Context: an optimization exercise on an open-source flow, tuned for small area. The choices shown serve that exercise and are no tape-out recipe.
Where RTL was checked, it was by simulation tests only, not by an equivalence proof against the original.
No activity file was given, so power comes from the tool's default toggle rates.

==> flow/design.v <==
module fifo_buffer
(
	input clock, reset_n,
	input write_enable, read_enable,
	input [7:0] data_in,
	input [5:0] full_thres,
	output [7:0] tap_data,
	output head_at_tap,
	output empty, full
);
reg [5:0] fifo_cnt;
reg [4:0] wpos;
reg [7:0] data_d;
reg staged;
wire wr = write_enable & ~full;
wire rd = read_enable & ~empty;
assign full  = fifo_cnt == full_thres;
assign empty = fifo_cnt == 0;
wire [4:0] wpos_e = empty ? 5'd0 : wpos;
wire ins = wpos_e[0] ? staged : wr;
wire [7:0] bus = wpos_e[0] ? data_d : data_in;
wire may_clear = ins | (~wpos_e[0] & ~fifo_cnt[5]);
wire [5:0] cnt_inc = fifo_cnt + 6'd1;
always @(posedge clock) begin
	if (reset_n == 0)
		fifo_cnt <= 0;
	else if (wr & ~rd)
		fifo_cnt <= cnt_inc;
	else if (rd & ~wr)
		fifo_cnt <= fifo_cnt - 1;
	wpos <= wpos_e + 5'd1 + {4'd0, wr};
	data_d <= data_in;
	staged <= wr & wpos_e[0];
end
wire [15:0] keep_n, load_n;
genvar j;
generate
	for (j = 0; j < 16; j = j + 1) begin : g_sel
		wire here = wpos_e[4:1] == j;
		assign keep_n[j] = here & may_clear;
		assign load_n[j] = ~(here & ins);
	end
endgenerate
fifo_ring RING
(
	.clock(clock),
	.keep_n(keep_n),
	.load_n(load_n),
	.bus(bus),
	.tap(tap_data)
);
assign head_at_tap = wpos == cnt_inc[4:0];
endmodule
module fifo_ring
(
	input clock,
	input [15:0] keep_n, load_n,
	input [7:0] bus,
	output [7:0] tap
);
reg [255:0] ring;
genvar i;
generate
	for (i = 0; i < 32; i = i + 1) begin : g_ring
		if (i % 2 == 0) begin : g_even
			wire [7:0] din = ((i / 2) % 2) ? bus : ~bus;
			always @(posedge clock)
				ring[8*i +: 8] <= ~(({8{load_n[i/2]}} | din) & ({8{keep_n[i/2]}} | ring[8*((i+31)%32) +: 8]));
		end else begin : g_odd
			always @(posedge clock)
				ring[8*i +: 8] <= ring[8*(i-1) +: 8];
		end
	end
endgenerate
assign tap = ring[7:0];
endmodule
module tx_baud_gen
(
	input clock, reset_n,
	input [1:0] baudrate_select,
	output tx_baud
);
reg [6:0] num;
always @(posedge clock) begin
	if (reset_n == 0)
		num <= 0;
	else
		num <= num + 1;
end
assign tx_baud = &num[3:0] &
                 (num[4] | (baudrate_select == 2'd0)) &
                 (num[5] | ~baudrate_select[1]) &
                 (num[6] | (baudrate_select != 2'd3));
endmodule
module uart_tx
(
	input clock, reset_n,
	input tx_start, tx_baud,
	input [7:0] data_in,
	input data_valid,
	output tx_done,
	output tx
);
localparam STATE_IDLE  = 2'b00;
localparam STATE_START = 2'b01;
localparam STATE_DATA  = 2'b10;
localparam STATE_STOP  = 2'b11;
reg [1:0] state;
reg [8:0] sh;
reg par;
wire in_data = state == STATE_DATA;
wire last = sh[8:1] == 0;
always @(posedge clock) begin
	if (reset_n == 0)
		state <= STATE_IDLE;
	else if (tx_baud)
		case (state)
			STATE_IDLE:  if (tx_start) state <= STATE_START;
			STATE_START: state <= STATE_DATA;
			STATE_DATA:  if (last) state <= STATE_STOP;
			STATE_STOP:  state <= STATE_IDLE;
		endcase
end
always @(posedge clock) begin
	if (~in_data) begin
		if (data_valid)
			sh <= {1'b1, data_in};
	end else if (tx_baud)
		sh <= {1'b0, sh[8:1]};
	if (~in_data)
		par <= 1'b0;
	else if (tx_baud)
		par <= par ^ sh[0];
end
assign tx = (state == STATE_START) ? 1'b0 :
            in_data ? (last ? par : sh[0]) : 1'b1;
assign tx_done = (state == STATE_STOP) & tx_baud;
endmodule
module uart_transmitter
(
	input [7:0] data_i,
	input data_write_i, clock_i, reset_n_i,
	input [5:0] data_buffer_full_thres_i,
	input [1:0] baudrate_select_i,
	output data_buffer_full_o,
	output uart_tx_o
);
wire empty;
wire fifo_read;
wire [7:0] data;
wire head_at_tap;
wire tx_baud;
fifo_buffer FIFO
(
	.clock(clock_i),
	.reset_n(reset_n_i),
	.full_thres(data_buffer_full_thres_i),
	.write_enable(data_write_i),
	.read_enable(fifo_read),
	.data_in(data_i),
	.tap_data(data),
	.head_at_tap(head_at_tap),
	.full(data_buffer_full_o),
	.empty(empty)
);
tx_baud_gen TX_BAUD_GEN
(
	.clock(clock_i),
	.reset_n(reset_n_i),
	.baudrate_select(baudrate_select_i),
	.tx_baud(tx_baud)
);
uart_tx UART_TX
(
	.clock(clock_i),
	.reset_n(reset_n_i),
	.tx_start(~empty),
	.tx_baud(tx_baud),
	.data_in(data),
	.data_valid(head_at_tap),
	.tx_done(fifo_read),
	.tx(uart_tx_o)
);
endmodule
Settings: LEC_CHECK=0, CAP_MARGIN=20, CORE_MARGIN=2, CORE_UTILIZATION=65, PLACE_DENSITY=0.75, SLEW_MARGIN=20, SYNTH_HIERARCHICAL=1, SYNTH_MINIMUM_KEEP_SIZE=600; clock period 10.0 ns.
standard.sh (not shown) runs the stock make flow with config.mk's settings and CLKGATE_MAP_FILE= SYNTH_SCRIPT=/design/flow/synth_recipe.tcl, a recipe that flattens the netlist after the stock synthesis.
==> flow/flow/run.sh <==
#!/bin/bash
# The standard layout (standard.sh, with the standard synthesis) with three changes:
# port buffers are buf_1 cells; before repair_design, each cell that drives at
# most 8 pins gets its smallest drive strength (flow/downsize.tcl); and
# clock-tree synthesis uses clusters of up to 20 sinks on clkbuf_8 leaves
# without dummy loads.
set -euo pipefail
here=$(pwd)
export BUFFER_PORTS_ARGS="-buffer_cell sky130_fd_sc_hd__buf_1"
export PRE_RESIZE_TCL="$here/flow/downsize.tcl"
export CTS_ARGS="-sink_clustering_enable -repair_clock_nets -dont_use_dummy_load -buf_list sky130_fd_sc_hd__clkbuf_8 -sink_clustering_size 20 -sink_clustering_max_diameter 70"
bash standard.sh > "$here/standard.log" 2>&1
==> flow/flow/downsize.tcl <==
# Run before repair_design (PRE_RESIZE_TCL): a cell whose output drives at
# most 8 input pins gets the smallest-area variant of its own function (same
# cell name, other drive strength). repair_design, which follows, sizes up
# or buffers wherever slew or capacitance still needs it.
set db [ord::get_db]
set dont_use $::env(DONT_USE_CELLS)
set n 0
set saved 0.0
foreach inst [[ord::get_db_block] getInsts] {
  set m [$inst getMaster]
  if {[$m getType] ne "CORE" || [$m isSequential]} { continue }
  set name [$m getName]
  if {![regexp {^(sky130_fd_sc_hd__[a-z0-9]+)_([0-9]+)$} $name -> base size]} { continue }
  set fanout -1
  foreach it [$inst getITerms] {
    if {[$it isOutputSignal] && [$it getNet] ne "NULL"} {
      set fanout [expr {[llength [[$it getNet] getITerms]] + [llength [[$it getNet] getBTerms]] - 1}]
    }
  }
  if {$fanout < 1 || $fanout > 8} { continue }
  set best $m
  set area [expr {[$m getWidth] * [$m getHeight]}]
  set best_area $area
  foreach s {0 1 2 3 4 6 8 12 16} {
    set c [$db findMaster ${base}_$s]
    if {$c eq "NULL"} { continue }
    if {[lsearch -exact $dont_use [$c getName]] >= 0} { continue }
    set a [expr {[$c getWidth] * [$c getHeight]}]
    if {$a < $best_area} { set best $c; set best_area $a }
  }
  if {$best ne $m} {
    if {[catch {replace_cell [sta::find_instance [$inst getName]] [$best getName]} err]} {
      puts "downsize: could not resize [$inst getName]: $err"
    } else {
      incr n
      set saved [expr {$saved + ($area - $best_area) / 1e6}]
    }
  }
}
puts [format "downsize: %d cells resized, %.1f um2 saved" $n $saved]
Next try:
--- a/flow/design.v
+++ b/flow/design.v
@@ -3,9 +3,10 @@
 	input clock, reset_n,
 	input write_enable, read_enable,
 	input [7:0] data_in,
 	input [5:0] full_thres,
-	output [7:0] tap_data,
+	input sh_load, sh_shift, sh_hold,
+	output [8:0] sh,
 	output head_at_tap,
 	output empty, full
 );
 reg [5:0] fifo_cnt;
@@ -15,9 +16,9 @@
 wire wr = write_enable & ~full;
 wire rd = read_enable & ~empty;
 assign full  = fifo_cnt == full_thres;
 assign empty = fifo_cnt == 0;
-wire [4:0] wpos_e = empty ? 5'd0 : wpos;
+wire [4:0] wpos_e = empty ? 5'd30 : wpos;
 wire ins = wpos_e[0] ? staged : wr;
 wire [7:0] bus = wpos_e[0] ? data_d : data_in;
 wire may_clear = ins | (~wpos_e[0] & ~fifo_cnt[5]);
 wire [5:0] cnt_inc = fifo_cnt + 6'd1;
@@ -40,24 +41,28 @@
 		assign keep_n[j] = here & may_clear;
 		assign load_n[j] = ~(here & ins);
 	end
 endgenerate
-fifo_ring RING
+fifo_store STORE
 (
 	.clock(clock),
 	.keep_n(keep_n),
 	.load_n(load_n),
 	.bus(bus),
-	.tap(tap_data)
+	.sh_load(sh_load),
+	.sh_shift(sh_shift),
+	.sh_hold(sh_hold),
+	.sh(sh)
 );
-assign head_at_tap = wpos == cnt_inc[4:0];
+assign head_at_tap = wpos == fifo_cnt[4:0];
 endmodule
-module fifo_ring
+module fifo_store
 (
 	input clock,
 	input [15:0] keep_n, load_n,
 	input [7:0] bus,
-	output [7:0] tap
+	input sh_load, sh_shift, sh_hold,
+	output reg [8:0] sh
 );
 reg [255:0] ring;
 genvar i;
 generate
@@ -71,9 +76,12 @@
 				ring[8*i +: 8] <= ring[8*(i-1) +: 8];
 		end
 	end
 endgenerate
-assign tap = ring[7:0];
+wire [8:0] new_n = {1'b0, ring[255:248]};
+wire [8:0] above_n = {1'b1, ~sh[8:1]};
+always @(posedge clock)
+	sh <= ~(({9{sh_load}} & new_n) | ({9{sh_shift}} & above_n) | ({9{sh_hold}} & ~sh));
 endmodule
 module tx_baud_gen
 (
 	input clock, reset_n,
@@ -95,19 +103,19 @@
 module uart_tx
 (
 	input clock, reset_n,
 	input tx_start, tx_baud,
-	input [7:0] data_in,
 	input data_valid,
+	input [8:0] sh,
+	output sh_load, sh_shift, sh_hold,
 	output tx_done,
 	output tx
 );
 localparam STATE_IDLE  = 2'b00;
 localparam STATE_START = 2'b01;
 localparam STATE_DATA  = 2'b10;
 localparam STATE_STOP  = 2'b11;
 reg [1:0] state;
-reg [8:0] sh;
 reg par;
 wire in_data = state == STATE_DATA;
 wire last = sh[8:1] == 0;
 always @(posedge clock) begin
@@ -120,14 +128,12 @@
 			STATE_DATA:  if (last) state <= STATE_STOP;
 			STATE_STOP:  state <= STATE_IDLE;
 		endcase
 end
+assign sh_load  = ~in_data & data_valid;
+assign sh_shift = in_data & tx_baud;
+assign sh_hold  = ~(sh_load | sh_shift);
 always @(posedge clock) begin
-	if (~in_data) begin
-		if (data_valid)
-			sh <= {1'b1, data_in};
-	end else if (tx_baud)
-		sh <= {1'b0, sh[8:1]};
 	if (~in_data)
 		par <= 1'b0;
 	else if (tx_baud)
 		par <= par ^ sh[0];
@@ -146,20 +152,24 @@
 	output uart_tx_o
 );
 wire empty;
 wire fifo_read;
-wire [7:0] data;
 wire head_at_tap;
 wire tx_baud;
+wire sh_load, sh_shift, sh_hold;
+wire [8:0] sh;
 fifo_buffer FIFO
 (
 	.clock(clock_i),
 	.reset_n(reset_n_i),
 	.full_thres(data_buffer_full_thres_i),
 	.write_enable(data_write_i),
 	.read_enable(fifo_read),
 	.data_in(data_i),
-	.tap_data(data),
+	.sh_load(sh_load),
+	.sh_shift(sh_shift),
+	.sh_hold(sh_hold),
+	.sh(sh),
 	.head_at_tap(head_at_tap),
 	.full(data_buffer_full_o),
 	.empty(empty)
 );
@@ -175,10 +185,13 @@
 	.clock(clock_i),
 	.reset_n(reset_n_i),
 	.tx_start(~empty),
 	.tx_baud(tx_baud),
-	.data_in(data),
 	.data_valid(head_at_tap),
+	.sh(sh),
+	.sh_load(sh_load),
+	.sh_shift(sh_shift),
+	.sh_hold(sh_hold),
 	.tx_done(fifo_read),
 	.tx(uart_tx_o)
 );
 endmodule
What happened: Setup slack loses 0.36 ns. Sequential power is about the same. Synthesized cell count climbs by 2.5%. Clock skew fell by 0.017 ns. Register-to-register slack gets worse by 0.36 ns. Maximum frequency came out lower by 6.7%. Routed wire length is higher by 2.3%. Global-route usage rose by 0.96 points. Sequential cell count stays the same. Worst hold slack gets better by 0.011 ns. Power rises by 3.8%. Cell count came out higher by 2.0%. Cell area climbs by 1.4%. Critical path depth rises by 1.
The RTL of the second run of this note was laid out without a check of its function.

## afterwards: timing with drivers on the ports
The flow's constraints put no driver on any port. The routed layouts listed below were extracted and timed again, unchanged, in two steps. Step 1: set_driving_cell puts a clkbuf_16 on clock_i and a buf_2 on each other input, an assumption about the parent block. Step 2 times the ports against the registers' clock, not the clock port: input delays grow and output delays shrink by t, the midpoint of the rising clock arrivals with the driver on. Three values: ideal ports, drivers, drivers and shift; two values: the first two.
| run | t (ns) | setup WS [ns] | worst setup path at the end |
|---|---|---|---|
| the first run | 0.538 | 4.977 / 4.950 / 4.950 | input to output |
| the second run | 0.536 | 4.618 / 4.593 / 4.593 | input to output |
After both steps every run listed still meets setup and hold. The setup slack of the first run, which loses most, moves by -0.027 ns with the drivers and by -0.027 ns with both steps.
